This design comes from an exercise in tuning for small area on the open sky130 flow, not from production work.
The RTL was checked by simulation tests, not by an equivalence proof against the original design.
Power is estimated from default activity; no workload was simulated.

Design ehourglass, start of the top module:
module ehourglass(sw1,btn0,rst,clk,speed,beep,r_col,g_col,row,seg_led,seg_led_d,
				lcd_rs,lcd_rw,lcd_e,d);
==> module music, before the edit <==
module music(beep,clk,rst,tick);
input clk,tick,rst;
output reg beep;
reg [10:0] count;
reg [3:0] seconds;
reg [10:0] count_end;
always @(*)
	case (seconds)
	4'd0,4'd1,4'd2: count_end = 11'd1565;  
	4'd3,4'd9: count_end = 11'd212;  
	4'd4,4'd5,4'd6: count_end = 11'd1276;  
	4'd7,4'd8: count_end = 11'd1056;  
	default: count_end = 11'd1353;  
	endcase
wire playing = (seconds != 4'd12);
always @(posedge clk or posedge rst)
if (rst) begin count <= 0;beep <= 0;end
else begin
	if (playing) begin
		if (count == count_end) begin
		count <= 0;
		beep <= ~beep;
		end
		else count <= {count[9:0], count[10] ^ count[8] ^ (count[9:0] == 10'h0)};
	end
	else beep <= 0;
end
always @(posedge clk or posedge rst)
if (rst) seconds <= 0;
else if (tick && playing) seconds <= seconds + 1'b1;
endmodule
==> flow/config.mk <==
export PLATFORM = sky130hd
export DESIGN_NAME = ehourglass
export DESIGN_NICKNAME = ehourglass
export VERILOG_FILES = /design/flow/design.v
export SDC_FILE = /design/flow/constraint.sdc
export NUM_CORES = 4
export LEC_CHECK = 0
export CAP_MARGIN = 20
export CORE_MARGIN = 2
export CORE_UTILIZATION = 55
export SLEW_MARGIN = 20
==> flow/constraint.sdc <==
create_clock -name core_clock -period 10.0 [get_ports {clk}]
set_input_delay 2.0000 -clock core_clock [delete_from_list [all_inputs] [get_ports {clk}]]
set_output_delay 2.0000 -clock core_clock [all_outputs]
set_load 0.01 [all_outputs]
standard.sh (not shown) runs the stock make flow with config.mk's settings and CLKGATE_MAP_FILE= SYNTH_SCRIPT=/design/flow/synth_recipe.tcl, a recipe that flattens the netlist after the stock synthesis.
==> flow/flow/run.sh <==
#!/bin/bash
# Own layout flow: the standard flow (standard.sh) with an area-oriented
# ABC script in synthesis, cells sized down after floorplan, small port
# buffers and a clock tree of small buffers without dummy loads.
set -euo pipefail
W=$(pwd)
export AREA_ABC_SCRIPT=$W/flow/area.script
export FLOW_SYNTH_TCL=$W/synth_recipe.tcl
bash standard.sh \
  SYNTH_SCRIPT=$W/flow/synth_area.tcl \
  POST_FLOORPLAN_TCL=$W/flow/post_floorplan.tcl \
  "BUFFER_PORTS_ARGS=-buffer_cell sky130_fd_sc_hd__buf_1" \
  "CTS_ARGS=-sink_clustering_enable -repair_clock_nets -dont_use_dummy_load -buf_list {sky130_fd_sc_hd__clkbuf_4 sky130_fd_sc_hd__clkbuf_8}" \
  finish > $W/flow_make.log 2>&1
==> flow/flow/area.script <==
strash
&get -n
&deepsyn -T 30
&put
dch -f
amap
topo
==> flow/flow/post_floorplan.tcl <==
# Timing is far from critical at this clock period: size cells down to
# recover the area that the synthesis's buffering and upsizing spent.
repair_timing -recover_power 100 -setup_margin 0.5
==> flow/flow/synth_area.tcl <==
# The standard synthesis (synth_recipe.tcl), with ABC's mapping script
# replaced by an area-oriented one. Registers are mapped by dfflibmap before
# ABC runs and the adder step does not touch them, so they come out the same
# as in the standard synthesis.
proc abc {args} {
  set i [lsearch -exact $args -script]
  if {$i >= 0} { lset args [expr {$i + 1}] $::env(AREA_ABC_SCRIPT) }
  yosys abc {*}$args
}
# Leave adders to ABC too instead of mapping them to adder cells first, so
# they are optimised together with the logic around them.
set ::env(ADDER_MAP_FILE) ""
source $::env(FLOW_SYNTH_TCL)
Change:
--- a/flow/design.v
+++ b/flow/design.v
@@ -296,24 +296,24 @@
 reg [3:0] seconds;
 reg [10:0] count_end;
 always @(*)
 	case (seconds)
-	4'd0,4'd1,4'd2: count_end = 11'd1565;  
-	4'd3,4'd9: count_end = 11'd212;  
-	4'd4,4'd5,4'd6: count_end = 11'd1276;  
-	4'd7,4'd8: count_end = 11'd1056;  
-	default: count_end = 11'd1353;  
+	4'd0,4'd1,4'd2: count_end = 11'd355;  
+	4'd3,4'd9: count_end = 11'd1131;  
+	4'd4,4'd5,4'd6: count_end = 11'd103;  
+	4'd7,4'd8: count_end = 11'd1130;  
+	default: count_end = 11'd483;  
 	endcase
 wire playing = (seconds != 4'd12);
 always @(posedge clk or posedge rst)
-if (rst) begin count <= 0;beep <= 0;end
+if (rst) begin count <= 11'd144;beep <= 0;end
 else begin
 	if (playing) begin
 		if (count == count_end) begin
-		count <= 0;
+		count <= 11'd144;
 		beep <= ~beep;
 		end
-		else count <= {count[9:0], count[10] ^ count[8] ^ (count[9:0] == 10'h0)};
+		else count <= {count[9:0], count[10] ^ count[4] ^ count[5] ^ count[6] ^ (count[9:0] == 10'h0)};
 	end
 	else beep <= 0;
 end
 always @(posedge clk or posedge rst)
Effect:
- The new run ran to the end with no violations
- wire length barely changes
- power shrinks by a few percent
- setup slack gets better by 310 ps
- clock skew hardly moves
- worst hold slack stays flat
- fmax grows by a few percent
- utilization shrinks by 0.13 points
- count of clock-buffer cells in the layout stays the same
- sequential share of layout area grows by 0.67 points
- via count shrinks by a few percent
- flip-flop and latch count does not change

## port drivers added, routing unchanged
The flow's constraints put no driver on any port. The routed layouts listed below were extracted and timed again, unchanged, in two steps. Step 1: set_driving_cell puts a clkbuf_16 on clk and a buf_2 on each other input, an assumption about the parent block. Step 2 moves the port delays by t, midway between the first and last clock arrival at a register: inputs arrive t later, outputs are due t later. That takes back most of the time a late clock gives input paths. Three values: no drivers, after step 1, after step 2; two values: the first two.
| run | shift t [ns] | setup WS [ns] | hold WS [ns] | clock arrival spread, ns | cell pins on the clock port's net |
|---|---|---|---|---|---|
| the first run | 0.375 | 5.022 / 4.989 / 5.364 | 0.372 / 0.372 / 0.372 | 0.033 / 0.032 | 1 |
| the second run | 0.362 | 5.328 / 5.301 / 5.663 | 0.372 / 0.372 / 0.372 | 0.036 / 0.036 | 1 |
After both steps setup and hold are still met in every run listed.
